This is an optimization exercise on Yosys and OpenROAD, whose aim is small area, a short achievable clock period and few clock cycles per item, not a production implementation. At most, simulation tests tie the RTL to the original design; equivalence was not proved. The RTL of runs 1 and 2 was laid out without a check of its function.

**design/flow/config.mk**
```make
export PLATFORM = sky130hd
export DESIGN_NAME = fp_carpma
export DESIGN_NICKNAME = fp_carpma
export VERILOG_FILES = /design/flow/design.v
export SDC_FILE = /design/flow/constraint.sdc
export NUM_CORES = 4
export LEC_CHECK = 0
export ABC_AREA = 1
export CAP_MARGIN = 20
export CORE_MARGIN = 2
export CORE_UTILIZATION = 40
export SETUP_SLACK_MARGIN = 4.75
export SLEW_MARGIN = 20
```
**design/flow/constraint.sdc**
```tcl
create_clock -name core_clock -period 10.0 [get_ports {clk_i}]
set_input_delay 2.0000 -clock core_clock [delete_from_list [all_inputs] [get_ports {clk_i}]]
set_output_delay 2.0000 -clock core_clock [all_outputs]
set_load 0.01 [all_outputs]
```
**design/flow/design.v**
```verilog
module fp_carpma(
    input clk_i, rst_i, en_i,
    input [31:0] x1_i, x2_i,
    output [31:0] sonuc_o,
    output done_o
    );
  wire zero = ~|x1_i | ~|x2_i;
  wire [23:0] ma = {1'b1, x1_i[22:0]};
  wire [23:0] mb = {1'b1, x2_i[22:0]};
  reg [1:0] cnt_q;           
  reg [26:0] s_q, c_q;     
  reg cy_q;                  
  reg [7:0] e_q;
  reg sg_q;
  reg z_q;
  wire run = en_i & ~rst_i;
  wire hold = cnt_q[1];
  wire c0 = ~cnt_q[1] & ~cnt_q[0];
  wire c1 = cnt_q[0];
  wire [27:0] r1 = {s_q, cy_q} + {c_q, cy_q};
  wire [24:0] ra = r1[27:3];
  wire [36:0] rin = ({12'd0, ra} & {37{c1}}) | ({ra, 12'd0} & {37{hold}});
  wire [12:0] lx = {mb[11:0], 1'b0};
  wire [12:0] hx = {mb[23:12], 1'b0};
  wire [5:0] ng, one, two;
  wire q11 = (mb[11] & c0) | (mb[23] & c1);
  genvar g;
  generate for (g = 0; g < 6; g = g + 1) begin : bd
    wire l0 = lx[2*g], l1 = lx[2*g+1], l2 = lx[2*g+2];
    wire h0 = hx[2*g], h1 = hx[2*g+1], h2 = hx[2*g+2];
    assign ng[g] = (l2 & c0) | (h2 & c1);
    assign one[g] = ((l1 ^ l0) & c0) | ((h1 ^ h0) & c1);
    assign two[g] = (((l2 & ~l1 & ~l0) | (~l2 & l1 & l0)) & c0) |
                    (((h2 & ~h1 & ~h0) | (~h2 & h1 & h0)) & c1);
  end endgenerate
  wire [24:0] bp0 = (({1'b0, ma} & {25{one[0]}}) | ({ma, 1'b0} & {25{two[0]}})) ^ {25{ng[0]}};
  wire [24:0] bp1 = (({1'b0, ma} & {25{one[1]}}) | ({ma, 1'b0} & {25{two[1]}})) ^ {25{ng[1]}};
  wire [24:0] bp2 = (({1'b0, ma} & {25{one[2]}}) | ({ma, 1'b0} & {25{two[2]}})) ^ {25{ng[2]}};
  wire [24:0] bp3 = (({1'b0, ma} & {25{one[3]}}) | ({ma, 1'b0} & {25{two[3]}})) ^ {25{ng[3]}};
  wire [24:0] bp4 = (({1'b0, ma} & {25{one[4]}}) | ({ma, 1'b0} & {25{two[4]}})) ^ {25{ng[4]}};
  wire [24:0] bp5 = (({1'b0, ma} & {25{one[5]}}) | ({ma, 1'b0} & {25{two[5]}})) ^ {25{ng[5]}};
  wire [23:0] pr = ma & {24{q11}};
  wire fs0 = rin[1] ^ ng[0] ^ bp0[0];
  wire fc0 = (rin[1] & ng[0]) | (rin[1] & bp0[0]) | (ng[0] & bp0[0]);
  wire fs1 = rin[3] ^ ng[1] ^ bp0[2];
  wire fc1 = (rin[3] & ng[1]) | (rin[3] & bp0[2]) | (ng[1] & bp0[2]);
  wire fs2 = rin[4] ^ bp0[3] ^ bp1[1];
  wire fc2 = (rin[4] & bp0[3]) | (rin[4] & bp1[1]) | (bp0[3] & bp1[1]);
  wire fs3 = rin[5] ^ ng[2] ^ bp0[4];
  wire fc3 = (rin[5] & ng[2]) | (rin[5] & bp0[4]) | (ng[2] & bp0[4]);
  wire fs4 = rin[6] ^ bp0[5] ^ bp1[3];
  wire fc4 = (rin[6] & bp0[5]) | (rin[6] & bp1[3]) | (bp0[5] & bp1[3]);
  wire fs5 = rin[7] ^ ng[3] ^ bp0[6];
  wire fc5 = (rin[7] & ng[3]) | (rin[7] & bp0[6]) | (ng[3] & bp0[6]);
  wire fs6 = bp1[4] ^ bp2[2] ^ bp3[0];
  wire fc6 = (bp1[4] & bp2[2]) | (bp1[4] & bp3[0]) | (bp2[2] & bp3[0]);
  wire fs7 = rin[8] ^ bp0[7] ^ bp1[5];
  wire fc7 = (rin[8] & bp0[7]) | (rin[8] & bp1[5]) | (bp0[7] & bp1[5]);
  wire fs8 = rin[9] ^ ng[4] ^ bp0[8];
  wire fc8 = (rin[9] & ng[4]) | (rin[9] & bp0[8]) | (ng[4] & bp0[8]);
  wire fs9 = bp1[6] ^ bp2[4] ^ bp3[2];
  wire fc9 = (bp1[6] & bp2[4]) | (bp1[6] & bp3[2]) | (bp2[4] & bp3[2]);
  wire fs10 = rin[10] ^ bp0[9] ^ bp1[7];
  wire fc10 = (rin[10] & bp0[9]) | (rin[10] & bp1[7]) | (bp0[9] & bp1[7]);
  wire fs11 = rin[11] ^ ng[5] ^ bp0[10];
  wire fc11 = (rin[11] & ng[5]) | (rin[11] & bp0[10]) | (ng[5] & bp0[10]);
  wire hs0 = bp1[8] ^ bp2[6];
  wire hc0 = bp1[8] & bp2[6];
  wire fs12 = rin[12] ^ bp0[11] ^ bp1[9];
  wire fc12 = (rin[12] & bp0[11]) | (rin[12] & bp1[9]) | (bp0[11] & bp1[9]);
  wire hs1 = bp2[7] ^ bp3[5];
  wire hc1 = bp2[7] & bp3[5];
  wire fs13 = rin[13] ^ pr[0] ^ bp0[12];
  wire fc13 = (rin[13] & pr[0]) | (rin[13] & bp0[12]) | (pr[0] & bp0[12]);
  wire fs14 = bp1[10] ^ bp2[8] ^ bp3[6];
  wire fc14 = (bp1[10] & bp2[8]) | (bp1[10] & bp3[6]) | (bp2[8] & bp3[6]);
  wire fs15 = rin[14] ^ pr[1] ^ bp0[13];
  wire fc15 = (rin[14] & pr[1]) | (rin[14] & bp0[13]) | (pr[1] & bp0[13]);
  wire fs16 = bp1[11] ^ bp2[9] ^ bp3[7];
  wire fc16 = (bp1[11] & bp2[9]) | (bp1[11] & bp3[7]) | (bp2[9] & bp3[7]);
  wire fs17 = rin[15] ^ pr[2] ^ bp0[14];
  wire fc17 = (rin[15] & pr[2]) | (rin[15] & bp0[14]) | (pr[2] & bp0[14]);
  wire fs18 = bp1[12] ^ bp2[10] ^ bp3[8];
  wire fc18 = (bp1[12] & bp2[10]) | (bp1[12] & bp3[8]) | (bp2[10] & bp3[8]);
  wire fs19 = rin[16] ^ pr[3] ^ bp0[15];
  wire fc19 = (rin[16] & pr[3]) | (rin[16] & bp0[15]) | (pr[3] & bp0[15]);
  wire fs20 = bp1[13] ^ bp2[11] ^ bp3[9];
  wire fc20 = (bp1[13] & bp2[11]) | (bp1[13] & bp3[9]) | (bp2[11] & bp3[9]);
  wire fs21 = rin[17] ^ pr[4] ^ bp0[16];
  wire fc21 = (rin[17] & pr[4]) | (rin[17] & bp0[16]) | (pr[4] & bp0[16]);
  wire fs22 = bp1[14] ^ bp2[12] ^ bp3[10];
  wire fc22 = (bp1[14] & bp2[12]) | (bp1[14] & bp3[10]) | (bp2[12] & bp3[10]);
  wire fs23 = rin[18] ^ pr[5] ^ bp0[17];
  wire fc23 = (rin[18] & pr[5]) | (rin[18] & bp0[17]) | (pr[5] & bp0[17]);
  wire fs24 = bp1[15] ^ bp2[13] ^ bp3[11];
  wire fc24 = (bp1[15] & bp2[13]) | (bp1[15] & bp3[11]) | (bp2[13] & bp3[11]);
  wire fs25 = rin[19] ^ pr[6] ^ bp0[18];
  wire fc25 = (rin[19] & pr[6]) | (rin[19] & bp0[18]) | (pr[6] & bp0[18]);
  wire fs26 = bp1[16] ^ bp2[14] ^ bp3[12];
  wire fc26 = (bp1[16] & bp2[14]) | (bp1[16] & bp3[12]) | (bp2[14] & bp3[12]);
  wire fs27 = rin[20] ^ pr[7] ^ bp0[19];
  wire fc27 = (rin[20] & pr[7]) | (rin[20] & bp0[19]) | (pr[7] & bp0[19]);
  wire fs28 = bp1[17] ^ bp2[15] ^ bp3[13];
  wire fc28 = (bp1[17] & bp2[15]) | (bp1[17] & bp3[13]) | (bp2[15] & bp3[13]);
  wire fs29 = rin[21] ^ pr[8] ^ bp0[20];
  wire fc29 = (rin[21] & pr[8]) | (rin[21] & bp0[20]) | (pr[8] & bp0[20]);
  wire fs30 = bp1[18] ^ bp2[16] ^ bp3[14];
  wire fc30 = (bp1[18] & bp2[16]) | (bp1[18] & bp3[14]) | (bp2[16] & bp3[14]);
  wire fs31 = rin[22] ^ pr[9] ^ bp0[21];
  wire fc31 = (rin[22] & pr[9]) | (rin[22] & bp0[21]) | (pr[9] & bp0[21]);
  wire fs32 = bp1[19] ^ bp2[17] ^ bp3[15];
  wire fc32 = (bp1[19] & bp2[17]) | (bp1[19] & bp3[15]) | (bp2[17] & bp3[15]);
  wire fs33 = rin[23] ^ pr[10] ^ bp0[22];
  wire fc33 = (rin[23] & pr[10]) | (rin[23] & bp0[22]) | (pr[10] & bp0[22]);
  wire fs34 = bp1[20] ^ bp2[18] ^ bp3[16];
  wire fc34 = (bp1[20] & bp2[18]) | (bp1[20] & bp3[16]) | (bp2[18] & bp3[16]);
  wire fs35 = rin[24] ^ pr[11] ^ bp0[23];
  wire fc35 = (rin[24] & pr[11]) | (rin[24] & bp0[23]) | (pr[11] & bp0[23]);
  wire fs36 = bp1[21] ^ bp2[19] ^ bp3[17];
  wire fc36 = (bp1[21] & bp2[19]) | (bp1[21] & bp3[17]) | (bp2[19] & bp3[17]);
  wire fs37 = rin[25] ^ pr[12] ^ bp0[24];
  wire fc37 = (rin[25] & pr[12]) | (rin[25] & bp0[24]) | (pr[12] & bp0[24]);
  wire fs38 = bp1[22] ^ bp2[20] ^ bp3[18];
  wire fc38 = (bp1[22] & bp2[20]) | (bp1[22] & bp3[18]) | (bp2[20] & bp3[18]);
  wire fs39 = 1'b1 ^ rin[26] ^ pr[13];
  wire fc39 = (1'b1 & rin[26]) | (1'b1 & pr[13]) | (rin[26] & pr[13]);
  wire fs40 = ~ng[0] ^ bp1[23] ^ bp2[21];
  wire fc40 = (~ng[0] & bp1[23]) | (~ng[0] & bp2[21]) | (bp1[23] & bp2[21]);
  wire hs2 = bp3[19] ^ bp4[17];
  wire hc2 = bp3[19] & bp4[17];
  wire fs41 = 1'b1 ^ rin[27] ^ pr[14];
  wire fc41 = (1'b1 & rin[27]) | (1'b1 & pr[14]) | (rin[27] & pr[14]);
  wire fs42 = bp1[24] ^ bp2[22] ^ bp3[20];
  wire fc42 = (bp1[24] & bp2[22]) | (bp1[24] & bp3[20]) | (bp2[22] & bp3[20]);
  wire hs3 = bp4[18] ^ bp5[16];
  wire hc3 = bp4[18] & bp5[16];
  wire fs43 = rin[28] ^ pr[15] ^ ~ng[1];
  wire fc43 = (rin[28] & pr[15]) | (rin[28] & ~ng[1]) | (pr[15] & ~ng[1]);
  wire fs44 = bp2[23] ^ bp3[21] ^ bp4[19];
  wire fc44 = (bp2[23] & bp3[21]) | (bp2[23] & bp4[19]) | (bp3[21] & bp4[19]);
  wire fs45 = 1'b1 ^ rin[29] ^ pr[16];
  wire fc45 = (1'b1 & rin[29]) | (1'b1 & pr[16]) | (rin[29] & pr[16]);
  wire hs4 = bp2[24] ^ bp3[22];
  wire hc4 = bp2[24] & bp3[22];
  wire fs46 = rin[30] ^ pr[17] ^ ~ng[2];
  wire fc46 = (rin[30] & pr[17]) | (rin[30] & ~ng[2]) | (pr[17] & ~ng[2]);
  wire hs5 = 1'b1 ^ rin[31];
  wire hc5 = 1'b1 & rin[31];
  wire fs47 = rin[2] ^ bp0[1] ^ fc0;
  wire fc47 = (rin[2] & bp0[1]) | (rin[2] & fc0) | (bp0[1] & fc0);
  wire fs48 = bp1[2] ^ bp2[0] ^ fc2;
  wire fc48 = (bp1[2] & bp2[0]) | (bp1[2] & fc2) | (bp2[0] & fc2);
  wire fs49 = bp2[1] ^ fc3 ^ fs4;
  wire fc49 = (bp2[1] & fc3) | (bp2[1] & fs4) | (fc3 & fs4);
  wire fs50 = fc4 ^ fs5 ^ fs6;
  wire fc50 = (fc4 & fs5) | (fc4 & fs6) | (fs5 & fs6);
  wire fs51 = bp2[3] ^ bp3[1] ^ fc5;
  wire fc51 = (bp2[3] & bp3[1]) | (bp2[3] & fc5) | (bp3[1] & fc5);
  wire fs52 = bp4[0] ^ fc7 ^ fs8;
  wire fc52 = (bp4[0] & fc7) | (bp4[0] & fs8) | (fc7 & fs8);
  wire fs53 = bp2[5] ^ bp3[3] ^ bp4[1];
  wire fc53 = (bp2[5] & bp3[3]) | (bp2[5] & bp4[1]) | (bp3[3] & bp4[1]);
  wire hs6 = fc8 ^ fc9;
  wire hc6 = fc8 & fc9;
  wire fs54 = bp3[4] ^ bp4[2] ^ bp5[0];
  wire fc54 = (bp3[4] & bp4[2]) | (bp3[4] & bp5[0]) | (bp4[2] & bp5[0]);
  wire fs55 = hs0 ^ fc10 ^ fs11;
  wire fc55 = (hs0 & fc10) | (hs0 & fs11) | (fc10 & fs11);
  wire fs56 = bp4[3] ^ bp5[1] ^ hc0;
  wire fc56 = (bp4[3] & bp5[1]) | (bp4[3] & hc0) | (bp5[1] & hc0);
  wire fs57 = hs1 ^ fc11 ^ fs12;
  wire fc57 = (hs1 & fc11) | (hs1 & fs12) | (fc11 & fs12);
  wire fs58 = bp4[4] ^ bp5[2] ^ hc1;
  wire fc58 = (bp4[4] & bp5[2]) | (bp4[4] & hc1) | (bp5[2] & hc1);
  wire fs59 = fc12 ^ fs13 ^ fs14;
  wire fc59 = (fc12 & fs13) | (fc12 & fs14) | (fs13 & fs14);
  wire fs60 = bp4[5] ^ bp5[3] ^ fc13;
  wire fc60 = (bp4[5] & bp5[3]) | (bp4[5] & fc13) | (bp5[3] & fc13);
  wire fs61 = fc14 ^ fs15 ^ fs16;
  wire fc61 = (fc14 & fs15) | (fc14 & fs16) | (fs15 & fs16);
  wire fs62 = bp4[6] ^ bp5[4] ^ fc15;
  wire fc62 = (bp4[6] & bp5[4]) | (bp4[6] & fc15) | (bp5[4] & fc15);
  wire fs63 = fc16 ^ fs17 ^ fs18;
  wire fc63 = (fc16 & fs17) | (fc16 & fs18) | (fs17 & fs18);
  wire fs64 = bp4[7] ^ bp5[5] ^ fc17;
  wire fc64 = (bp4[7] & bp5[5]) | (bp4[7] & fc17) | (bp5[5] & fc17);
  wire fs65 = fc18 ^ fs19 ^ fs20;
  wire fc65 = (fc18 & fs19) | (fc18 & fs20) | (fs19 & fs20);
  wire fs66 = bp4[8] ^ bp5[6] ^ fc19;
  wire fc66 = (bp4[8] & bp5[6]) | (bp4[8] & fc19) | (bp5[6] & fc19);
  wire fs67 = fc20 ^ fs21 ^ fs22;
  wire fc67 = (fc20 & fs21) | (fc20 & fs22) | (fs21 & fs22);
  wire fs68 = bp4[9] ^ bp5[7] ^ fc21;
  wire fc68 = (bp4[9] & bp5[7]) | (bp4[9] & fc21) | (bp5[7] & fc21);
  wire fs69 = fc22 ^ fs23 ^ fs24;
  wire fc69 = (fc22 & fs23) | (fc22 & fs24) | (fs23 & fs24);
  wire fs70 = bp4[10] ^ bp5[8] ^ fc23;
  wire fc70 = (bp4[10] & bp5[8]) | (bp4[10] & fc23) | (bp5[8] & fc23);
  wire fs71 = fc24 ^ fs25 ^ fs26;
  wire fc71 = (fc24 & fs25) | (fc24 & fs26) | (fs25 & fs26);
  wire fs72 = bp4[11] ^ bp5[9] ^ fc25;
  wire fc72 = (bp4[11] & bp5[9]) | (bp4[11] & fc25) | (bp5[9] & fc25);
  wire fs73 = fc26 ^ fs27 ^ fs28;
  wire fc73 = (fc26 & fs27) | (fc26 & fs28) | (fs27 & fs28);
  wire fs74 = bp4[12] ^ bp5[10] ^ fc27;
  wire fc74 = (bp4[12] & bp5[10]) | (bp4[12] & fc27) | (bp5[10] & fc27);
  wire fs75 = fc28 ^ fs29 ^ fs30;
  wire fc75 = (fc28 & fs29) | (fc28 & fs30) | (fs29 & fs30);
  wire fs76 = bp4[13] ^ bp5[11] ^ fc29;
  wire fc76 = (bp4[13] & bp5[11]) | (bp4[13] & fc29) | (bp5[11] & fc29);
  wire fs77 = fc30 ^ fs31 ^ fs32;
  wire fc77 = (fc30 & fs31) | (fc30 & fs32) | (fs31 & fs32);
  wire fs78 = bp4[14] ^ bp5[12] ^ fc31;
  wire fc78 = (bp4[14] & bp5[12]) | (bp4[14] & fc31) | (bp5[12] & fc31);
  wire fs79 = fc32 ^ fs33 ^ fs34;
  wire fc79 = (fc32 & fs33) | (fc32 & fs34) | (fs33 & fs34);
  wire fs80 = bp4[15] ^ bp5[13] ^ fc33;
  wire fc80 = (bp4[15] & bp5[13]) | (bp4[15] & fc33) | (bp5[13] & fc33);
  wire fs81 = fc34 ^ fs35 ^ fs36;
  wire fc81 = (fc34 & fs35) | (fc34 & fs36) | (fs35 & fs36);
  wire fs82 = bp4[16] ^ bp5[14] ^ fc35;
  wire fc82 = (bp4[16] & bp5[14]) | (bp4[16] & fc35) | (bp5[14] & fc35);
  wire fs83 = fc36 ^ fs37 ^ fs38;
  wire fc83 = (fc36 & fs37) | (fc36 & fs38) | (fs37 & fs38);
  wire fs84 = bp5[15] ^ fs39 ^ hs2;
  wire fc84 = (bp5[15] & fs39) | (bp5[15] & hs2) | (fs39 & hs2);
  wire fs85 = fc37 ^ fc38 ^ fs40;
  wire fc85 = (fc37 & fc38) | (fc37 & fs40) | (fc38 & fs40);
  wire fs86 = fc39 ^ hc2 ^ fs41;
  wire fc86 = (fc39 & hc2) | (fc39 & fs41) | (hc2 & fs41);
  wire fs87 = hs3 ^ fc40 ^ fs42;
  wire fc87 = (hs3 & fc40) | (hs3 & fs42) | (fc40 & fs42);
  wire fs88 = bp5[17] ^ fc41 ^ hc3;
  wire fc88 = (bp5[17] & fc41) | (bp5[17] & hc3) | (fc41 & hc3);
  wire fs89 = fs43 ^ fc42 ^ fs44;
  wire fc89 = (fs43 & fc42) | (fs43 & fs44) | (fc42 & fs44);
  wire fs90 = bp4[20] ^ bp5[18] ^ fc43;
  wire fc90 = (bp4[20] & bp5[18]) | (bp4[20] & fc43) | (bp5[18] & fc43);
  wire fs91 = fs45 ^ hs4 ^ fc44;
  wire fc91 = (fs45 & hs4) | (fs45 & fc44) | (hs4 & fc44);
  wire fs92 = bp3[23] ^ bp4[21] ^ bp5[19];
  wire fc92 = (bp3[23] & bp4[21]) | (bp3[23] & bp5[19]) | (bp4[21] & bp5[19]);
  wire fs93 = fc45 ^ hc4 ^ fs46;
  wire fc93 = (fc45 & hc4) | (fc45 & fs46) | (hc4 & fs46);
  wire fs94 = hs5 ^ pr[18] ^ bp3[24];
  wire fc94 = (hs5 & pr[18]) | (hs5 & bp3[24]) | (pr[18] & bp3[24]);
  wire fs95 = bp4[22] ^ bp5[20] ^ fc46;
  wire fc95 = (bp4[22] & bp5[20]) | (bp4[22] & fc46) | (bp5[20] & fc46);
  wire fs96 = rin[32] ^ hc5 ^ pr[19];
  wire fc96 = (rin[32] & hc5) | (rin[32] & pr[19]) | (hc5 & pr[19]);
  wire fs97 = ~ng[3] ^ bp4[23] ^ bp5[21];
  wire fc97 = (~ng[3] & bp4[23]) | (~ng[3] & bp5[21]) | (bp4[23] & bp5[21]);
  wire fs98 = 1'b1 ^ rin[33] ^ pr[20];
  wire fc98 = (1'b1 & rin[33]) | (1'b1 & pr[20]) | (rin[33] & pr[20]);
  wire hs7 = bp4[24] ^ bp5[22];
  wire hc7 = bp4[24] & bp5[22];
  wire fs99 = rin[34] ^ pr[21] ^ ~ng[4];
  wire fc99 = (rin[34] & pr[21]) | (rin[34] & ~ng[4]) | (pr[21] & ~ng[4]);
  wire hs8 = 1'b1 ^ rin[35];
  wire hc8 = 1'b1 & rin[35];
  wire fs100 = bp1[0] ^ fs1 ^ fc47;
  wire fc100 = (bp1[0] & fs1) | (bp1[0] & fc47) | (fs1 & fc47);
  wire fs101 = fc6 ^ fs7 ^ fc50;
  wire fc101 = (fc6 & fs7) | (fc6 & fc50) | (fs7 & fc50);
  wire fs102 = fs9 ^ fc51 ^ fs52;
  wire fc102 = (fs9 & fc51) | (fs9 & fs52) | (fc51 & fs52);
  wire fs103 = fs10 ^ fs53 ^ hs6;
  wire fc103 = (fs10 & fs53) | (fs10 & hs6) | (fs53 & hs6);
  wire fs104 = fc53 ^ fs54 ^ hc6;
  wire fc104 = (fc53 & fs54) | (fc53 & hc6) | (fs54 & hc6);
  wire fs105 = fc54 ^ fs56 ^ fc55;
  wire fc105 = (fc54 & fs56) | (fc54 & fc55) | (fs56 & fc55);
  wire fs106 = fc56 ^ fs58 ^ fc57;
  wire fc106 = (fc56 & fs58) | (fc56 & fc57) | (fs58 & fc57);
  wire fs107 = fc58 ^ fc59 ^ fs60;
  wire fc107 = (fc58 & fc59) | (fc58 & fs60) | (fc59 & fs60);
  wire fs108 = fc60 ^ fc61 ^ fs62;
  wire fc108 = (fc60 & fc61) | (fc60 & fs62) | (fc61 & fs62);
  wire fs109 = fc62 ^ fc63 ^ fs64;
  wire fc109 = (fc62 & fc63) | (fc62 & fs64) | (fc63 & fs64);
  wire fs110 = fc64 ^ fc65 ^ fs66;
  wire fc110 = (fc64 & fc65) | (fc64 & fs66) | (fc65 & fs66);
  wire fs111 = fc66 ^ fc67 ^ fs68;
  wire fc111 = (fc66 & fc67) | (fc66 & fs68) | (fc67 & fs68);
  wire fs112 = fc68 ^ fc69 ^ fs70;
  wire fc112 = (fc68 & fc69) | (fc68 & fs70) | (fc69 & fs70);
  wire fs113 = fc70 ^ fc71 ^ fs72;
  wire fc113 = (fc70 & fc71) | (fc70 & fs72) | (fc71 & fs72);
  wire fs114 = fc72 ^ fc73 ^ fs74;
  wire fc114 = (fc72 & fc73) | (fc72 & fs74) | (fc73 & fs74);
  wire fs115 = fc74 ^ fc75 ^ fs76;
  wire fc115 = (fc74 & fc75) | (fc74 & fs76) | (fc75 & fs76);
  wire fs116 = fc76 ^ fc77 ^ fs78;
  wire fc116 = (fc76 & fc77) | (fc76 & fs78) | (fc77 & fs78);
  wire fs117 = fc78 ^ fc79 ^ fs80;
  wire fc117 = (fc78 & fc79) | (fc78 & fs80) | (fc79 & fs80);
  wire fs118 = fc80 ^ fc81 ^ fs82;
  wire fc118 = (fc80 & fc81) | (fc80 & fs82) | (fc81 & fs82);
  wire fs119 = fs84 ^ fc82 ^ fc83;
  wire fc119 = (fs84 & fc82) | (fs84 & fc83) | (fc82 & fc83);
  wire fs120 = fc84 ^ fs86 ^ fc85;
  wire fc120 = (fc84 & fs86) | (fc84 & fc85) | (fs86 & fc85);
  wire fs121 = fc86 ^ fs88 ^ fc87;
  wire fc121 = (fc86 & fs88) | (fc86 & fc87) | (fs88 & fc87);
  wire fs122 = fc88 ^ fs90 ^ fc89;
  wire fc122 = (fc88 & fs90) | (fc88 & fc89) | (fs90 & fc89);
  wire fs123 = fs92 ^ fc90 ^ fs93;
  wire fc123 = (fs92 & fc90) | (fs92 & fs93) | (fc90 & fs93);
  wire fs124 = fc92 ^ fs94 ^ fc93;
  wire fc124 = (fc92 & fs94) | (fc92 & fc93) | (fs94 & fc93);
  wire fs125 = fs96 ^ fc94 ^ fs97;
  wire fc125 = (fs96 & fc94) | (fs96 & fs97) | (fc94 & fs97);
  wire fs126 = fc96 ^ fs98 ^ hs7;
  wire fc126 = (fc96 & fs98) | (fc96 & hs7) | (fs98 & hs7);
  wire fs127 = bp5[23] ^ fc98 ^ hc7;
  wire fc127 = (bp5[23] & fc98) | (bp5[23] & hc7) | (fc98 & hc7);
  wire fs128 = hs8 ^ pr[22] ^ bp5[24];
  wire fc128 = (hs8 & pr[22]) | (hs8 & bp5[24]) | (pr[22] & bp5[24]);
  wire fs129 = rin[36] ^ hc8 ^ pr[23];
  wire fc129 = (rin[36] & hc8) | (rin[36] & pr[23]) | (hc8 & pr[23]);
  wire fs130 = fc1 ^ fs2 ^ fc100;
  wire fc130 = (fc1 & fs2) | (fc1 & fc100) | (fs2 & fc100);
  wire hs9 = fs3 ^ fs48;
  wire hc9 = fs3 & fs48;
  wire hs10 = fc48 ^ fs49;
  wire hc10 = fc48 & fs49;
  wire hs11 = fc49 ^ fs50;
  wire hc11 = fc49 & fs50;
  wire hs12 = fs51 ^ fs101;
  wire hc12 = fs51 & fs101;
  wire hs13 = fc101 ^ fs102;
  wire hc13 = fc101 & fs102;
  wire fs131 = fc52 ^ fs103 ^ fc102;
  wire fc131 = (fc52 & fs103) | (fc52 & fc102) | (fs103 & fc102);
  wire fs132 = fs55 ^ fc103 ^ fs104;
  wire fc132 = (fs55 & fc103) | (fs55 & fs104) | (fc103 & fs104);
  wire fs133 = fs57 ^ fc104 ^ fs105;
  wire fc133 = (fs57 & fc104) | (fs57 & fs105) | (fc104 & fs105);
  wire fs134 = fs59 ^ fc105 ^ fs106;
  wire fc134 = (fs59 & fc105) | (fs59 & fs106) | (fc105 & fs106);
  wire fs135 = fs61 ^ fc106 ^ fs107;
  wire fc135 = (fs61 & fc106) | (fs61 & fs107) | (fc106 & fs107);
  wire fs136 = fs63 ^ fc107 ^ fs108;
  wire fc136 = (fs63 & fc107) | (fs63 & fs108) | (fc107 & fs108);
  wire fs137 = fs65 ^ fc108 ^ fs109;
  wire fc137 = (fs65 & fc108) | (fs65 & fs109) | (fc108 & fs109);
  wire fs138 = fs67 ^ fc109 ^ fs110;
  wire fc138 = (fs67 & fc109) | (fs67 & fs110) | (fc109 & fs110);
  wire fs139 = fs69 ^ fc110 ^ fs111;
  wire fc139 = (fs69 & fc110) | (fs69 & fs111) | (fc110 & fs111);
  wire fs140 = fs71 ^ fc111 ^ fs112;
  wire fc140 = (fs71 & fc111) | (fs71 & fs112) | (fc111 & fs112);
  wire fs141 = fs73 ^ fc112 ^ fs113;
  wire fc141 = (fs73 & fc112) | (fs73 & fs113) | (fc112 & fs113);
  wire fs142 = fs75 ^ fc113 ^ fs114;
  wire fc142 = (fs75 & fc113) | (fs75 & fs114) | (fc113 & fs114);
  wire fs143 = fs77 ^ fc114 ^ fs115;
  wire fc143 = (fs77 & fc114) | (fs77 & fs115) | (fc114 & fs115);
  wire fs144 = fs79 ^ fc115 ^ fs116;
  wire fc144 = (fs79 & fc115) | (fs79 & fs116) | (fc115 & fs116);
  wire fs145 = fs81 ^ fc116 ^ fs117;
  wire fc145 = (fs81 & fc116) | (fs81 & fs117) | (fc116 & fs117);
  wire fs146 = fs83 ^ fc117 ^ fs118;
  wire fc146 = (fs83 & fc117) | (fs83 & fs118) | (fc117 & fs118);
  wire fs147 = fs85 ^ fc118 ^ fs119;
  wire fc147 = (fs85 & fc118) | (fs85 & fs119) | (fc118 & fs119);
  wire fs148 = fs87 ^ fc119 ^ fs120;
  wire fc148 = (fs87 & fc119) | (fs87 & fs120) | (fc119 & fs120);
  wire fs149 = fs89 ^ fc120 ^ fs121;
  wire fc149 = (fs89 & fc120) | (fs89 & fs121) | (fc120 & fs121);
  wire fs150 = fs91 ^ fc121 ^ fs122;
  wire fc150 = (fs91 & fc121) | (fs91 & fs122) | (fc121 & fs122);
  wire fs151 = fc91 ^ fs123 ^ fc122;
  wire fc151 = (fc91 & fs123) | (fc91 & fc122) | (fs123 & fc122);
  wire fs152 = fs95 ^ fc123 ^ fs124;
  wire fc152 = (fs95 & fc123) | (fs95 & fs124) | (fc123 & fs124);
  wire fs153 = fc95 ^ fs125 ^ fc124;
  wire fc153 = (fc95 & fs125) | (fc95 & fc124) | (fs125 & fc124);
  wire fs154 = fc97 ^ fs126 ^ fc125;
  wire fc154 = (fc97 & fs126) | (fc97 & fc125) | (fs126 & fc125);
  wire fs155 = fs99 ^ fc126 ^ fs127;
  wire fc155 = (fs99 & fc126) | (fs99 & fs127) | (fc126 & fs127);
  wire fs156 = fc99 ^ fs128 ^ fc127;
  wire fc156 = (fc99 & fs128) | (fc99 & fc127) | (fs128 & fc127);
  wire fs157 = ~ng[5] ^ fs129 ^ fc128;
  wire fc157 = (~ng[5] & fs129) | (~ng[5] & fc128) | (fs129 & fc128);
  wire [36:0] ts = {fs157, fc155, fs155, fs154, fc152, fs152, fc150, fc149, fc148, fc147, fc146, fc145, fc144, fc143, fc142, fc141, fc140, fc139, fc138, fc137, fc136, fc135, fc134, fc133, fc132, fs132, hc13, hc12, hc11, hc10, hc9, hs9, fs130, fs100, fs47, fs0, rin[0]};
  wire [36:0] tc = {fc156, fs156, fc154, fc153, fs153, fc151, fs151, fs150, fs149, fs148, fs147, fs146, fs145, fs144, fs143, fs142, fs141, fs140, fs139, fs138, fs137, fs136, fs135, fs134, fs133, fc131, fs131, hs13, hs12, hs11, hs10, fc130, 1'b0, 1'b0, 1'b0, 1'b0, 1'b0};
  wire [10:0] lo_sum = ts[9:0] + tc[9:0];
  always @(posedge clk_i) begin
    cnt_q <= run ? (hold ? cnt_q : cnt_q + 2'd1) : 2'd0;
    s_q <= ts[36:10];
    c_q <= tc[36:10];
    cy_q <= lo_sum[10];
    e_q <= x1_i[30:23] + x2_i[30:23] + 8'd129;
    sg_q <= x1_i[31] ^ x2_i[31];
    z_q <= zero;
  end
  wire [22:0] man = ra[24] ? ra[23:1] : ra[22:0];
  wire [7:0] e_inc = e_q + 8'd1;
  wire [7:0] e = ra[24] ? e_inc : e_q;
  assign sonuc_o = {sg_q, e, man} & {32{~z_q}};
  assign done_o = hold;
endmodule
```
**design/flow/flow/run.sh**
```bash
#!/bin/bash
set -uo pipefail
export BUFFER_PORTS_ARGS="-buffer_cell sky130_fd_sc_hd__buf_1"
export SYNTH_ARGS="-noabc"
bash standard.sh > flow.log 2>&1
```
**design/flow/standard.sh**
```bash
#!/bin/bash
# synth_recipe.tcl (not shown) runs the flow's synth.tcl, then flattens the netlist and writes it again
# the make line also repeats each setting of config.mk as NAME=value (left out here)
make -C /OpenROAD-flow-scripts/flow DESIGN_CONFIG=/design/flow/config.mk WORK_HOME=/design/flow/orfs CLKGATE_MAP_FILE= SYNTH_SCRIPT=/design/flow/synth_recipe.tcl "${@:-finish}"
```
==> impl_metrics.csv, run 1 <==
group,metric,value,unit
status,status,"finished clean",
worst_setup_path,crit_path_frequent_cell,"fa_1",
place,placed_area,0.0117,mm^2
worst_setup_path,cp_slowest_cell,"fa_1",
worst_setup_path,cp.depth,15,
floorplanning,die_area,0.0291,mm^2
worst_setup_path,r2r_slack,4950,ps
yosys,synth_area,0.0111,mm^2
floorplanning,die_h,171,um
sta,min_period,5140,ps
yosys,ys.flop_type,"dfxtp_1",
worst_setup_path,critPathLaunch,"x2_i[19]",
cts,clkTransAtPathRegs,60,ps
drt,drt_iter0_drc,1059,
sta,skew,8.80,ps
sta,drv_slew,0,
worst_setup_path,crit_family,"adder cells",
drt,drt-total-wl,39000,um
cts,cts_made_buffers,9,
drt,vias,10380,
cts,cts_htree_levels,3,
drt,firstDrtPassIters,6,
cts,clock_latency,350,ps
drt,drc_errors,0,
yosys,ys_seq_area_share,12.1,%
sta,max_freq,0.195,GHz
worst_setup_path,worst_setup_path_end_kind,"flip-flop",
cts,cts_tree,"yes",
yosys,ys_ff_latch,67,
sta,finalSetupViolCount,0,
worst_setup_path,worst-path-max-fanout,25,
global_route,grt_pass1_wl,59300,um
final_layout,utilization,46.2,%
sta,slew_headroom,40.9,%
yosys,syn-num-nets,1685,
yosys,syn-instance-count,1405,
final_layout,final_area,0.0125,mm^2
final_layout,diodes,0,
worst_hold_path,hp-class,"flip-flop to flip-flop",
sta,fin_crit_sh,51.4,%
sta,setup_ws,4860,ps
yosys,ys_warn_count,1,
place,io_buffer_count,99,
worst_setup_path,r2r_start,"cnt_q[1]",
worst_setup_path,worstRegToRegCells,16,
worst_setup_path,critPathLaunchType,"input port",
floorplanning,design.core.area,0.0271,mm^2
floorplanning,initial_utilization,40.9,%
cts,cts_sinks,67,
yosys,synth.distinct_cells,44,
global_route,grt_pass1_vias,9939,
worst_setup_path,crit_arrival,5380,ps
sta,worst_slew_pin_slew,884,ps
cts,ctsRootBufferMaster,"clkbuf_16",
global_route,grt_max_degree,36,
worst_setup_path,r2r-end,"cy_q",
final_layout,nets,1769,
drt,via_per_inst,5.56,
worst_setup_path,cp-endpoint,"cy_q",
yosys,synth_edf_count,0,
sta,hold_viol_final,0,
yosys,avgSynthCellArea,7.89,um^2
sta,tns,0,ps
floorplanning,fp-row-count,60,
place,gp_congestion,0.925,
worst_setup_path,max_stage_delay,460,ps
final_layout,layout-drive-gt1-share,9.50,%
place,dp_hpwl,29300,um
yosys,synthArstFlopShare,0,%
drt,wl_per_cell,20.9,um
place,post-place-ws,4050,ps
worst_setup_path,crit_chain,"buf_1, inv_1, o22ai_2, buf_12, inv_1, xor2_2, fa_1, fa_1, fa_1, ha_1, ha_1, nand2_1, nor2_1, a211oi_1, nand2_1",
cts,cts_buffer_depth,2,
global_route,grt_overflow,0,
worst_setup_path,critPathBufInv,4,
global_route,grt_use_total,27.2,%
final_layout,syn_to_final_growth,12.9,%
run,cap_violations,0,
sta,holdWs,806,ps
worst_setup_path,worstSetupPathType,"input port to flip-flop",
global_route,antenna_found_initial,0,
drt,ant_nets,0,
worst_setup_path,required,10240,ps
sta,rsz0062_at_grt,"true",
floorplanning,ioPinCount,100,
floorplanning,die_w,171,um
logic make-up (layout without fill, tap and decap cells):
| kind of cell | count (synthesis) | after routing | synth area share, % |
|---|---|---|---|
| buffers and inverters | 249 | 338 | 9.05 |
| adders and majority gates | 213 | 213 | 34.1 |
| and+or+nand+nor | 437 | 437 | 16.7 |
| DFF | 67 | 67 | 12.1 |
| xor gates and xnor gates | 174 | 174 | 13.7 |
| AOI/OAI and AO/OA | 265 | 265 | 14.3 |
how the worst min path moves through the flow:
stage               startpoint        to  slack, ps  cells after the start
finish                cnt_q[0]  cnt_q[0]        810                      3
global route          cnt_q[0]  cnt_q[0]        860                      3
CTS                   cnt_q[0]  cnt_q[0]        800                      3
detailed placement    cnt_q[0]  cnt_q[0]        790                      3
global placement      cnt_q[0]  cnt_q[0]        790                      3
floorplan             cnt_q[1]  cnt_q[0]        580                      2
state kept, by name, indices dropped and copies added, names as in the netlist:
name   flops
c_q       27
s_q       27
sg_q       1
e_q        8
cnt_q      2
z_q        1
cy_q       1
placed cells by master, fill, tap and decap left out, types with 4 or more instances in the layout:
cell type / netlist / layout
nand3_1: 32 / 32
inv_1: 165 / 151
xnor2_1: 9 / 9
o22ai_2: 1 / 4
dfxtp_1: 67 / 67
o21bai_1: 8 / 8
fa_1: 149 / 148
a21oi_2: 5 / 6
o211ai_1: 5 / 5
nor4_1: 14 / 14
nor3_1: 11 / 11
ha_1: 64 / 64
inv_2: 5 / 6
clkinvlp_4: 0 / 23
nand2_2: 8 / 15
a21oi_1: 57 / 56
buf_12: 0 / 4
nor2_1: 107 / 107
o22ai_1: 141 / 135
o21ai_0: 29 / 26
buf_4: 4 / 39
nor2_2: 4 / 4
nand2_1: 235 / 227
clkbuf_16: 0 / 9
clkbuf_2: 0 / 5
nand4_1: 11 / 11
o21ai_1: 12 / 13
buf_1: 2 / 91
xor2_1: 165 / 163
worst register-to-register path, cell delays in order, from the launching register on:
cell and delay, ps:
dfxtp_1 830, clkinvlp_4 360, ha_1 420, inv_1 320
o22ai_2 160, buf_12 210, inv_1 200, xor2_2 210
fa_1 460, fa_1 390, fa_1 440, ha_1 280
ha_1 270, nand2_1 90, nor2_1 50, a211oi_1 170
nand2_1 70
routing by layer:
layer  vias up  wire length [um]  GRT usage, %
met2       530             16500          39.7
met1      5007             17800          39.5
met3        79              3460          5.76
li1       4764                 -             -
met5         -                 0             0
met4         0              1320          10.1
through the flow:
stage	instances
after detailed placement	1807
after CTS	1847
after floorplan	1405
final	1866
after global placement	1807
after global routing	1866
Yosys cell counts, types with 3 or more instances:
cell | count | area share, %
nand3_2 | 3 | 0.27
a21oi_1 | 57 | 2.6
xor2_1 | 165 | 13
nand3b_1 | 3 | 0.20
nor3_1 | 11 | 0.50
inv_2 | 5 | 0.17
ha_1 | 64 | 7.2
a21oi_2 | 5 | 0.39
nor4_1 | 14 | 0.79
xnor2_1 | 9 | 0.71
fa_1 | 149 | 27
buf_4 | 4 | 0.27
and2_1 | 3 | 0.17
o21bai_1 | 8 | 0.54
clkbuf_1 | 51 | 1.7
nand3_1 | 32 | 1.4
nor2_1 | 107 | 3.6
nand4_1 | 11 | 0.62
dfxtp_1 | 67 | 12
buf_2 | 19 | 0.86
o21ai_0 | 29 | 1.3
inv_1 | 165 | 5.6
nand2_1 | 235 | 8.0
nand2_2 | 8 | 0.45
nor2_2 | 4 | 0.23
o22ai_1 | 141 | 8.0
o211ai_1 | 5 | 0.34
o21ai_1 | 12 | 0.54
area by class of cell:
cell class              count  area [um^2]
fillers                  2724        14600
multi-input cells        1089         8870
flip-flops and latches     67         1340
repair buffers            142          754
inverters                 170          686
well taps                 372          465
clock buffers              10          239
clock inverters             6         88.8
repair inverters           10         72.6
timing repair:
item / CTS / global route
gates resized for setup: 31 / 26
endpoints found under the setup margin: 28 / 41
pin swaps: 3 / 7
setup buffers: 15 / 18
gates cloned: 9 / 1
hold buffers: 0 / 0
==> inputs of run 2 (changes only) <==
--- a/design/flow/config.mk
+++ b/design/flow/config.mk
@@ -11,3 +11,3 @@
 export CORE_UTILIZATION = 40
-export SETUP_SLACK_MARGIN = 4.75
+export SETUP_SLACK_MARGIN = 4.6
 export SLEW_MARGIN = 20
==> impl_metrics.csv, run 2 <==
group,metric,value,unit
status,status,"finished clean",
yosys,synthArstFlopShare,0,%
floorplanning,die_h,171,um
worst_hold_path,min_from,"cnt_q[1]",
global_route,antenna_found_initial,1,
sta,rsz0062_at_grt,"true",
yosys,netlist.area_leader.share,26.9,%
cts,clock_latency,350,ps
yosys,syn-instance-count,1405,
cts,ctsHoldBuffers,0,
final_layout,nets,1758,
drt,firstDrtPassIters,6,
floorplanning,ioPinCount,100,
yosys,synth.distinct_cells,44,
final_layout,layout_commonest_cell,"nand2_1",
sta,finalSetupViolCount,0,
cts,cts_buffer_depth,2,
sta,tns,0,ps
floorplanning,die_area,0.0291,mm^2
worst_hold_path,hp-class,"flip-flop to flip-flop",
sta,drv_slew,0,
yosys,syn-num-nets,1685,
final_layout,syn_to_final_growth,11.5,%
sta,max_freq,0.189,GHz
global_route,grt_pass1_wl,58100,um
worst_setup_path,worstRegToRegCells,17,
cts,clkTransAtPathRegs,60,ps
floorplanning,fp-row-count,60,
worst_setup_path,worst-path-max-fanout,25,
final_layout,multiInputGateArea,0.00885,mm^2
sta,slew_headroom,26.0,%
global_route,grt_max_degree,36,
yosys,yosys.cell_count.top_type,"nand2_1",
worst_setup_path,r2r_start,"cnt_q[0]",
drt,wl_per_cell,20.8,um
sta,min_period,5300,ps
floorplanning,initial_utilization,40.9,%
yosys,synth_area_leaders,"fa_1 (27%), xor2_1 (13%), dfxtp_1 (12%)",
place,dp_hpwl,29100,um
final_layout,final-seq-area,0.00134,mm^2
worst_setup_path,r2r-end,"cy_q",
final_layout,final_cell_mix,"nand2_1 (229), xor2_1 (164), inv_1 (152)",
worst_setup_path,critPathLaunchType,"input port",
worst_hold_path,hold_path_end,"s_q[26]",
yosys,ys_ff_latch,67,
worst_setup_path,required,10240,ps
run,cap_violations,0,
final_layout,layout-drive-gt1-share,8.09,%
sta,skew,7.15,ps
cts,cts_made_buffers,9,
yosys,synth_edf_count,0,
cts,cts_htree_levels,3,
drt,drc_errors,0,
yosys,synth_area,0.0111,mm^2
drt,ant_nets,0,
floorplanning,die_w,171,um
yosys,ys.flop_type,"dfxtp_1",
place,gp_congestion,0.915,
sta,hold_viol_final,0,
worst_setup_path,r2r_slack,4790,ps
worst_setup_path,crit_arrival,5540,ps
drt,drt-total-wl,38600,um
global_route,grt_use_total,26.7,%
cts,ctsRootBufferMaster,"clkbuf_16",
global_route,grt_pass1_vias,9825,
global_route,grt_overflow,0,
yosys,yosys-top-cells-count,"nand2_1 (235), inv_1 (165), xor2_1 (165)",
cts,cts_sinks,67,
place,io_buffer_count,99,
sta,fin_crit_sh,53.0,%
yosys,synth_top_area_cell,"fa_1",
final_layout,utilization,45.6,%
yosys,avgSynthCellArea,7.89,um^2
drt,vias,10285,
floorplanning,design.core.area,0.0271,mm^2
drt,drt_iter0_drc,973,
worst_setup_path,worstSetupPathType,"input port to flip-flop",
drt,via_per_inst,5.54,
final_layout,largestRegisters,"c_q x27, s_q x27, e_q x8",
yosys,ys_seq_area_share,12.1,%
worst_setup_path,worst_setup_path_end_kind,"flip-flop",
cts,cts_tree,"yes",
final_layout,num-fill-cells,2751,
yosys,ys_warn_count,1,
worst_hold_path,holdPathStages,2,
sta,worst_slew_pin_slew,1110,ps
[run 2: repair_timing]
item / 4_1_cts / 5_1_grt
hold endpoints to repair: 0 / 0
gates resized for setup: 14 / 27
pin swaps: 1 / 5
setup buffers: 8 / 16
gates cloned: 6 / 3
setup endpoints to repair: 9 / 39
[run 2: per-layer routing]
| metal | routed length [um] | vias to the layer above | track usage (%) | share of wire [%] |
|---|---|---|---|---|
| met1 | 17600 | 4912 | 39.5 | 46 |
| met2 | 16000 | 536 | 38.0 | 41 |
| li1 | - | 4756 | - | - |
| met4 | 1350 | 0 | 9.10 | 3.5 |
| met5 | 0 | - | 0 | 0 |
| met3 | 3710 | 81 | 6.18 | 9.6 |
[run 2: final cells by class]
class	instances	share of cell area, %
repair buffers	132	5.12
inverters	170	5.45
well taps	372	3.76
clock inverters	7	0.941
diodes	1	0.0202
repair inverters	8	0.425
multi-input cells	1090	71.6
flip-flops and latches	67	10.9
clock buffers	9	1.82
[run 2: metrics by stage]
stage | hold WS [ps] | cells | instance area, um^2 | worst slack, ps
2_1_floorplan | 581 | 1405 | 11100 | 4670
6_report | 723 | 1856 | 12400 | 4700
4_1_cts | 822 | 1836 | 12100 | 4560
3_5_place_dp | 804 | 1806 | 11700 | 4060
5_1_grt | 758 | 1855 | 12400 | 4560
3_3_place_gp | 794 | 1806 | 11700 | 4090
[run 2: cell families (layout without fill, tap and decap cells)]
| group | count (synthesis) | count (layout) | share of synthesized area [%] |
|---|---|---|---|
| buf+inv | 249 | 326 | 9.05 |
| other cells | 0 | 1 | 0 |
| fa+ha+maj | 213 | 213 | 34.1 |
| simple gates | 437 | 437 | 16.7 |
| flops | 67 | 67 | 12.1 |
| xor+xnor | 174 | 174 | 13.7 |
| compound gates | 265 | 266 | 14.3 |
[run 2: how the worst max path moves through the flow]
| stage | start | endpoint | cells after the start |
|---|---|---|---|
| 2_1_floorplan | x2_i[3] | cy_q | 17 |
| 3_5_place_dp | x2_i[13] | cy_q | 15 |
| 3_3_place_gp | x2_i[5] | cy_q | 17 |
| 6_report | x2_i[19] | cy_q | 15 |
| 5_1_grt | cnt_q[0] | cy_q | 17 |
| 4_1_cts | x2_i[5] | cy_q | 16 |
[run 2: worst max-delay path, cell delays in order]
cell and delay [ps]:
buf_1 210, inv_1 100, o22ai_2 190, buf_12 240
inv_1 130, xor2_1 320, fa_1 510, fa_1 400
fa_1 450, ha_1 300, ha_1 270, nand2_1 90
nor2_1 50, a211oi_1 160, nand2_1 70
==> inputs of run 3 (changes only) <==
--- a/design/flow/design.v
+++ b/design/flow/design.v
@@ -19,3 +19,135 @@
   wire c1 = cnt_q[0];
-  wire [27:0] r1 = {s_q, cy_q} + {c_q, cy_q};
+  wire [27:0] pa = {s_q, cy_q};
+  wire [27:0] pb = {c_q, cy_q};
+  wire [27:0] pg = pa & pb, pp = pa ^ pb;
+  wire ag0_1 = pg[1] | (pp[1] & pg[0]);
+  wire ap0_1 = pp[1] & pp[0];
+  wire ag0_3 = pg[3] | (pp[3] & pg[2]);
+  wire ap0_3 = pp[3] & pp[2];
+  wire ag0_5 = pg[5] | (pp[5] & pg[4]);
+  wire ap0_5 = pp[5] & pp[4];
+  wire ag0_7 = pg[7] | (pp[7] & pg[6]);
+  wire ap0_7 = pp[7] & pp[6];
+  wire ag0_9 = pg[9] | (pp[9] & pg[8]);
+  wire ap0_9 = pp[9] & pp[8];
+  wire ag0_11 = pg[11] | (pp[11] & pg[10]);
+  wire ap0_11 = pp[11] & pp[10];
+  wire ag0_13 = pg[13] | (pp[13] & pg[12]);
+  wire ap0_13 = pp[13] & pp[12];
+  wire ag0_15 = pg[15] | (pp[15] & pg[14]);
+  wire ap0_15 = pp[15] & pp[14];
+  wire ag0_17 = pg[17] | (pp[17] & pg[16]);
+  wire ap0_17 = pp[17] & pp[16];
+  wire ag0_19 = pg[19] | (pp[19] & pg[18]);
+  wire ap0_19 = pp[19] & pp[18];
+  wire ag0_21 = pg[21] | (pp[21] & pg[20]);
+  wire ap0_21 = pp[21] & pp[20];
+  wire ag0_23 = pg[23] | (pp[23] & pg[22]);
+  wire ap0_23 = pp[23] & pp[22];
+  wire ag0_25 = pg[25] | (pp[25] & pg[24]);
+  wire ap0_25 = pp[25] & pp[24];
+  wire ag0_27 = pg[27] | (pp[27] & pg[26]);
+  wire ap0_27 = pp[27] & pp[26];
+  wire ag1_2 = pg[2] | (pp[2] & ag0_1);
+  wire ap1_2 = pp[2] & ap0_1;
+  wire ag1_3 = ag0_3 | (ap0_3 & ag0_1);
+  wire ap1_3 = ap0_3 & ap0_1;
+  wire ag1_6 = pg[6] | (pp[6] & ag0_5);
+  wire ap1_6 = pp[6] & ap0_5;
+  wire ag1_7 = ag0_7 | (ap0_7 & ag0_5);
+  wire ap1_7 = ap0_7 & ap0_5;
+  wire ag1_10 = pg[10] | (pp[10] & ag0_9);
+  wire ap1_10 = pp[10] & ap0_9;
+  wire ag1_11 = ag0_11 | (ap0_11 & ag0_9);
+  wire ap1_11 = ap0_11 & ap0_9;
+  wire ag1_14 = pg[14] | (pp[14] & ag0_13);
+  wire ap1_14 = pp[14] & ap0_13;
+  wire ag1_15 = ag0_15 | (ap0_15 & ag0_13);
+  wire ap1_15 = ap0_15 & ap0_13;
+  wire ag1_18 = pg[18] | (pp[18] & ag0_17);
+  wire ap1_18 = pp[18] & ap0_17;
+  wire ag1_19 = ag0_19 | (ap0_19 & ag0_17);
+  wire ap1_19 = ap0_19 & ap0_17;
+  wire ag1_22 = pg[22] | (pp[22] & ag0_21);
+  wire ap1_22 = pp[22] & ap0_21;
+  wire ag1_23 = ag0_23 | (ap0_23 & ag0_21);
+  wire ap1_23 = ap0_23 & ap0_21;
+  wire ag1_26 = pg[26] | (pp[26] & ag0_25);
+  wire ap1_26 = pp[26] & ap0_25;
+  wire ag1_27 = ag0_27 | (ap0_27 & ag0_25);
+  wire ap1_27 = ap0_27 & ap0_25;
+  wire ag2_4 = pg[4] | (pp[4] & ag1_3);
+  wire ap2_4 = pp[4] & ap1_3;
+  wire ag2_5 = ag0_5 | (ap0_5 & ag1_3);
+  wire ap2_5 = ap0_5 & ap1_3;
+  wire ag2_6 = ag1_6 | (ap1_6 & ag1_3);
+  wire ap2_6 = ap1_6 & ap1_3;
+  wire ag2_7 = ag1_7 | (ap1_7 & ag1_3);
+  wire ap2_7 = ap1_7 & ap1_3;
+  wire ag2_12 = pg[12] | (pp[12] & ag1_11);
+  wire ap2_12 = pp[12] & ap1_11;
+  wire ag2_13 = ag0_13 | (ap0_13 & ag1_11);
+  wire ap2_13 = ap0_13 & ap1_11;
+  wire ag2_14 = ag1_14 | (ap1_14 & ag1_11);
+  wire ap2_14 = ap1_14 & ap1_11;
+  wire ag2_15 = ag1_15 | (ap1_15 & ag1_11);
+  wire ap2_15 = ap1_15 & ap1_11;
+  wire ag2_20 = pg[20] | (pp[20] & ag1_19);
+  wire ap2_20 = pp[20] & ap1_19;
+  wire ag2_21 = ag0_21 | (ap0_21 & ag1_19);
+  wire ap2_21 = ap0_21 & ap1_19;
+  wire ag2_22 = ag1_22 | (ap1_22 & ag1_19);
+  wire ap2_22 = ap1_22 & ap1_19;
+  wire ag2_23 = ag1_23 | (ap1_23 & ag1_19);
+  wire ap2_23 = ap1_23 & ap1_19;
+  wire ag3_8 = pg[8] | (pp[8] & ag2_7);
+  wire ap3_8 = pp[8] & ap2_7;
+  wire ag3_9 = ag0_9 | (ap0_9 & ag2_7);
+  wire ap3_9 = ap0_9 & ap2_7;
+  wire ag3_10 = ag1_10 | (ap1_10 & ag2_7);
+  wire ap3_10 = ap1_10 & ap2_7;
+  wire ag3_11 = ag1_11 | (ap1_11 & ag2_7);
+  wire ap3_11 = ap1_11 & ap2_7;
+  wire ag3_12 = ag2_12 | (ap2_12 & ag2_7);
+  wire ap3_12 = ap2_12 & ap2_7;
+  wire ag3_13 = ag2_13 | (ap2_13 & ag2_7);
+  wire ap3_13 = ap2_13 & ap2_7;
+  wire ag3_14 = ag2_14 | (ap2_14 & ag2_7);
+  wire ap3_14 = ap2_14 & ap2_7;
+  wire ag3_15 = ag2_15 | (ap2_15 & ag2_7);
+  wire ap3_15 = ap2_15 & ap2_7;
+  wire ag3_24 = pg[24] | (pp[24] & ag2_23);
+  wire ap3_24 = pp[24] & ap2_23;
+  wire ag3_25 = ag0_25 | (ap0_25 & ag2_23);
+  wire ap3_25 = ap0_25 & ap2_23;
+  wire ag3_26 = ag1_26 | (ap1_26 & ag2_23);
+  wire ap3_26 = ap1_26 & ap2_23;
+  wire ag3_27 = ag1_27 | (ap1_27 & ag2_23);
+  wire ap3_27 = ap1_27 & ap2_23;
+  wire ag4_16 = pg[16] | (pp[16] & ag3_15);
+  wire ap4_16 = pp[16] & ap3_15;
+  wire ag4_17 = ag0_17 | (ap0_17 & ag3_15);
+  wire ap4_17 = ap0_17 & ap3_15;
+  wire ag4_18 = ag1_18 | (ap1_18 & ag3_15);
+  wire ap4_18 = ap1_18 & ap3_15;
+  wire ag4_19 = ag1_19 | (ap1_19 & ag3_15);
+  wire ap4_19 = ap1_19 & ap3_15;
+  wire ag4_20 = ag2_20 | (ap2_20 & ag3_15);
+  wire ap4_20 = ap2_20 & ap3_15;
+  wire ag4_21 = ag2_21 | (ap2_21 & ag3_15);
+  wire ap4_21 = ap2_21 & ap3_15;
+  wire ag4_22 = ag2_22 | (ap2_22 & ag3_15);
+  wire ap4_22 = ap2_22 & ap3_15;
+  wire ag4_23 = ag2_23 | (ap2_23 & ag3_15);
+  wire ap4_23 = ap2_23 & ap3_15;
+  wire ag4_24 = ag3_24 | (ap3_24 & ag3_15);
+  wire ap4_24 = ap3_24 & ap3_15;
+  wire ag4_25 = ag3_25 | (ap3_25 & ag3_15);
+  wire ap4_25 = ap3_25 & ap3_15;
+  wire ag4_26 = ag3_26 | (ap3_26 & ag3_15);
+  wire ap4_26 = ap3_26 & ap3_15;
+  wire ag4_27 = ag3_27 | (ap3_27 & ag3_15);
+  wire ap4_27 = ap3_27 & ap3_15;
+  wire [27:0] sm = pp ^ {ag4_26, ag4_25, ag4_24, ag4_23, ag4_22, ag4_21, ag4_20, ag4_19, ag4_18, ag4_17, ag4_16, ag3_15, ag3_14, ag3_13, ag3_12, ag3_11, ag3_10, ag3_9, ag3_8, ag2_7, ag2_6, ag2_5, ag2_4, ag1_3, ag1_2, ag0_1, pg[0], 1'b0};
+  wire [27:0] r1 = sm;
   wire [24:0] ra = r1[27:3];
--- a/design/flow/config.mk
+++ b/design/flow/config.mk
@@ -11,3 +11,3 @@
 export CORE_UTILIZATION = 40
-export SETUP_SLACK_MARGIN = 4.6
+export SETUP_SLACK_MARGIN = 5
 export SLEW_MARGIN = 20
==> impl_metrics.csv, run 3 <==
group,metric,value,unit
status,status,"finished clean",
yosys,syn-instance-count,1258,
sta,rsz0062_at_grt,"true",
final_layout,diodes,0,
sta,hold_viol_final,0,
cts,cts_buffer_depth,2,
global_route,grt_use_total,23.9,%
drt,wl_per_cell,19.9,um
final_layout,layout_commonest_cell,"nand2_1",
worst_hold_path,hp-class,"flip-flop to flip-flop",
yosys,yosys.cell_count.top_type,"nand2_1",
yosys,synthArstFlopShare,0,%
yosys,ys_warn_count,1,
floorplanning,fp-row-count,59,
yosys,netlist.area_leader.share,28.9,%
final_layout,utilization,48.3,%
drt,vias,9405,
sta,drv_slew,0,
floorplanning,ioPinCount,100,
floorplanning,die_h,166,um
cts,cts_made_buffers,9,
yosys,synth_top_family_by_area,"adder cells",
drt,firstDrtPassIters,6,
cts,clkTransAtPathRegs,70,ps
yosys,synth_area_leaders,"fa_1 (29%), xor2_1 (13%), dfxtp_1 (13%)",
yosys,synth_top_area_cell,"fa_1",
sta,min_period,5010,ps
global_route,grt_pass1_vias,8988,
yosys,avgSynthCellArea,8.36,um^2
yosys,synthAdderAreaFrac,36.6,%
final_layout,final_cell_mix,"nand2_1 (160), xor2_1 (155), fa_1 (132)",
cts,cts_sinks,67,
floorplanning,design.core.area,0.0259,mm^2
yosys,synth-xor-area-share,14.7,%
final_layout,largestRegisters,"c_q x27, s_q x27, e_q x8",
yosys,synth_mux_area_share,0,%
sta,tns,0,ps
global_route,antenna_found_initial,0,
yosys,synth_simple_gate_area_share,13.3,%
yosys,syn-num-nets,1541,
cts,cts_tree,"yes",
yosys,ys_seq_area_share,12.8,%
drt,drt_iter0_drc,875,
worst_setup_path,crit_arrival,5260,ps
yosys,synth.distinct_cells,40,
yosys,synth_area,0.0105,mm^2
final_layout,syn_to_final_growth,19.2,%
final_layout,layout-drive-gt1-share,17.9,%
yosys,synth_compound_area_share,14.0,%
place,dp_hpwl,24400,um
worst_setup_path,worst_setup_path_end_kind,"flip-flop",
yosys,ys.flop_type,"dfxtp_1",
cts,cts_htree_levels,3,
global_route,grt_overflow,0,
sta,skew,10.6,ps
drt,drt-total-wl,34000,um
cts,ctsRootBufferMaster,"clkbuf_16",
sta,max_freq,0.200,GHz
worst_setup_path,worst-path-max-fanout,4,
floorplanning,initial_utilization,40.6,%
sta,slew_headroom,51.2,%
global_route,grt_max_degree,36,
final_layout,nets,1652,
cts,clock_latency,350,ps
yosys,yosys-top-cells-count,"nand2_1 (171), xor2_1 (162), fa_1 (152)",
yosys,ys_ff_latch,67,
worst_setup_path,critPathLaunchType,"input port",
drt,ant_nets,0,
sta,worst_slew_pin_slew,727,ps
worst_setup_path,worstSetupPathType,"input port to flip-flop",
floorplanning,die_w,166,um
worst_setup_path,required,10250,ps
sta,fin_crit_sh,50.1,%
global_route,grt_pass1_wl,51600,um
drt,via_per_inst,5.50,
place,io_buffer_count,99,
floorplanning,die_area,0.0276,mm^2
drt,drc_errors,0,
sta,finalSetupViolCount,0,
run,cap_violations,0,
place,gp_congestion,0.890,
cts,ctsHoldBuffers,0,
yosys,synth_edf_count,0,
==> run 3: final timing paths <==
path / end / start / cells past startpoint / slack, ps
max: cy_q / x2_i[12] / 16 / 4990
min reg2reg: s_q[26] / cnt_q[1] / 2 / 650
max reg2reg: cy_q / cnt_q[0] / 18 / 5080
min: s_q[26] / cnt_q[1] / 2 / 650
==> run 3: metrics by stage <==
step	setup WS, ps	instances	hold WS [ps]	instance area, um^2
global route	4890	1709	692	12500
finish	4990	1709	651	12500
detailed placement	4150	1621	762	11100
global placement	4230	1621	733	11100
CTS	4910	1688	792	12000
floorplan	4830	1258	604	10600
==> run 3: worst max-delay path, stage by stage <==
cell and delay [ps]:
buf_6 90, inv_4 40, o22ai_4 170, clkinvlp_4 220, buf_6 180, o22ai_4 160
xor2_2 170, fa_1 460, fa_2 380, fa_1 480, ha_1 350, ha_4 250
nand2_2 60, nor2_2 40, a211oi_2 130, nand2_1 70
==> run 3: cell families (layout without fill, tap and decap cells) <==
group	Yosys count	after routing
flip-flops	67	67
AND/OR/NAND/NOR	326	326
AO/OA/AOI/OAI	246	246
adder cells (fa/ha/maj)	216	216
buffers and inverters	227	343
XOR/XNOR	176	176
==> run 3: repair_timing <==
action	4_1_cts	5_1_grt
endpoints found under the setup margin	41	45
gates cloned	10	2
pin swaps	17	45
gates resized for setup	71	98
setup buffers	41	19
==> run 3: final cells by class <==
| cell class | count | area [um^2] |
|---|---|---|
| Timing Repair Buffer | 168 | 1010 |
| Tap cell | 335 | 419 |
| Fill cell | 2459 | 13400 |
| Clock buffer | 9 | 225 |
| Sequential cell | 67 | 1340 |
| Multi-Input combinational cell | 964 | 8750 |
| Inverter | 147 | 609 |
| Timing Repair inverter | 12 | 90.1 |
| Clock inverter | 7 | 82.6 |
==> run 3: routing by layer <==
layer  track usage, %  part of all wire (%)  wire, um  vias up
met5                0                     0         0        -
li1                 -                     -         -     4344
met1             34.2                    44     14900     4520
met2             35.9                    44     14900      475
met3             6.08                   9.8      3330       66
met4             6.50                   2.7       918        0
Testbench counts of run 3, summed over its fixed seeds: cycles 7,192, items 2,400.
==> inputs of run 4 (changes only) <==
--- a/design/flow/config.mk
+++ b/design/flow/config.mk
@@ -11,3 +11,3 @@
 export CORE_UTILIZATION = 40
-export SETUP_SLACK_MARGIN = 5
+export SETUP_SLACK_MARGIN = 4.75
 export SLEW_MARGIN = 20
==> impl_metrics.csv, run 4 <==
group,metric,value,unit
drt,vias,9287,
floorplanning,fp-row-count,59,
global_route,grt_max_degree,36,
worst_setup_path,worstSetupPathType,"input port to flip-flop",
yosys,synthArstFlopShare,0,%
worst_setup_path,worst-path-max-fanout,11,
drt,ant_nets,0,
yosys,synth_area_leaders,"fa_1 (29%), xor2_1 (13%), dfxtp_1 (13%)",
yosys,ys_warn_count,1,
cts,cts_sinks,67,
worst_setup_path,cp_slowest_cell,"fa_1",
floorplanning,ioPinCount,100,
worst_setup_path,max_stage_delay,530,ps
place,gp_congestion,0.901,
final_layout,num-fill-cells,2520,
global_route,grt_use_total,23.7,%
drt,drt-total-wl,33500,um
worst_setup_path,r2r_start,"cnt_q[0]",
worst_setup_path,required,10220,ps
yosys,yosys.cell_count.top_type,"nand2_1",
sta,fin_crit_sh,51.3,%
final_layout,layout-drive-gt1-share,11.3,%
yosys,synth_edf_count,0,
sta,hold_viol_final,0,
floorplanning,die_h,166,um
worst_setup_path,worstRegToRegCells,17,
yosys,ys_ff_latch,67,
final_layout,largestRegisters,"c_q x27, s_q x27, e_q x8",
sta,drv_slew,0,
status,status,"finished clean",
yosys,ys.flop_type,"dfxtp_1",
worst_setup_path,critPathLaunchType,"input port",
worst_hold_path,min_from,"cnt_q[1]",
sta,skew,12.7,ps
global_route,grt_pass1_vias,9081,
worst_setup_path,crit_path_frequent_cell,"fa_1",
yosys,synth.distinct_cells,40,
cts,clock_latency,340,ps
yosys,avgSynthCellArea,8.36,um^2
worst_setup_path,r2r-end,"cy_q",
worst_hold_path,holdPathStages,3,
floorplanning,initial_utilization,40.6,%
floorplanning,die_w,166,um
sta,setup_ws,4870,ps
worst_hold_path,hold_path_end,"s_q[26]",
cts,cts_made_buffers,9,
yosys,syn-instance-count,1258,
floorplanning,design.core.area,0.0259,mm^2
drt,firstDrtPassIters,5,
place,placed_area,0.0111,mm^2
cts,ctsHoldBuffers,0,
drt,via_per_inst,5.51,
final_layout,diodes,0,
sta,finalSetupViolCount,0,
final_layout,nets,1628,
worst_setup_path,crit_chain,"clkbuf_2, inv_1, nor2_1, o21ai_0, nand2_2, clkinvlp_4, o22ai_1, xor2_1, fa_1, fa_1, fa_1, fa_1",
yosys,syn-num-nets,1541,
worst_setup_path,r2r_slack,5070,ps
drt,drc_errors,0,
global_route,antenna_found_initial,0,
cts,cts_tree,"yes",
global_route,grt_pass1_wl,51300,um
cts,cts_htree_levels,3,
cts,clkTransAtPathRegs,60,ps
place,post-place-ws,4030,ps
[run 4: per-stage QoR]
step	cells	utilization (%)	hold WS [ps]
global route	1685	46.3	725
finish	1685	46.3	699
detailed placement	1622	42.7	685
floorplan	1258	-	604
global placement	1622	42.7	678
CTS	1662	44.8	702
[run 4: worst max-delay path by stage]
| stage | to | slack, ps | cells past startpoint |
|---|---|---|---|
| finish | c_q[14] | 4870 | 12 |
| global route | cy_q | 4690 | 17 |
| CTS | cy_q | 4730 | 15 |
| detailed placement | cy_q | 4030 | 18 |
| global placement | cy_q | 4180 | 18 |
| floorplan | cy_q | 4780 | 18 |
[run 4: critical path: cells and delay by family]
kind                       cells  cell delay (ps)
buffers and inverters          3              540
and+or+nand+nor                2              320
AOI/OAI and AO/OA              2              410
xor gates and xnor gates       1              200
adders and majority gates      4             1860
[run 4: layout make-up]
cell class                 instances  area [um^2]  share of cell area [%]
clock buffer                      10          239                    1.99
clock inverter                     6         71.3                   0.595
inverter                         147          602                    5.02
multi-input combinational        964         8450                    70.5
sequential                        67         1340                    11.2
tap                              335          419                    3.50
timing repair buffer             146          791                    6.60
timing repair inverter            10         75.1                   0.626
[run 4: cells by family (layout without fill, tap and decap cells)]
group | count (synthesis) | count (layout) | share of synthesized area (%)
compound gates | 246 | 246 | 14.0
flops | 67 | 67 | 12.8
fa+ha+maj | 216 | 216 | 36.6
buf+inv | 227 | 319 | 8.77
simple gates | 326 | 326 | 13.3
xor+xnor | 176 | 176 | 14.7
[run 4: timing repair]
item / 4_1_cts / 5_1_grt
pin swaps: 2 / 19
endpoints found under the setup margin: 15 / 39
resized for setup: 21 / 54
buffers inserted: 16 / 21
gates cloned: 8 / 2
[run 4: per-layer routing]
layer  part of all wire (%)  vias up  global-route usage (%)
met5                      0        -                       0
met4                    2.7        0                    6.39
met3                    9.4       63                    6.24
met2                     43      438                    35.4
met1                     45     4475                    34.1
li1                       -     4311                       -

==> separate check: timing with driven ports <==
Ports are ideal in the flow. The routed layouts listed here were re-timed in OpenROAD. Step 1 (the two cells are an assumption about what drives the block):
set clk [get_ports {clk_i}]
set_driving_cell -lib_cell sky130_fd_sc_hd__clkbuf_16 $clk
set_driving_cell -lib_cell sky130_fd_sc_hd__buf_2 [delete_from_list [all_inputs] $clk]
Step 2 adds t to the input delays and takes it off the output delays; t is the mean of the earliest and latest rising clock arrival at the registers after step 1. Input paths then give back, and output paths get back, about the clock's delay inside the block. Three values: ideal ports, drivers, drivers and shift; two values: the first two.
run	t (ns)	setup slack, ns	cell pins on the clock port's net
run 1	0.389	4.859 / 4.879 / 4.490	1
run 2	0.390	4.697 / 4.717 / 4.327	1
run 3	0.397	4.989 / 4.996 / 4.600	1
run 4	0.388	4.872 / 4.896 / 4.508	1
After both steps setup and hold are still met in every run listed. The setup slack of run 3, which loses most, moves by +0.007 ns with the drivers and by -0.389 ns with both steps.
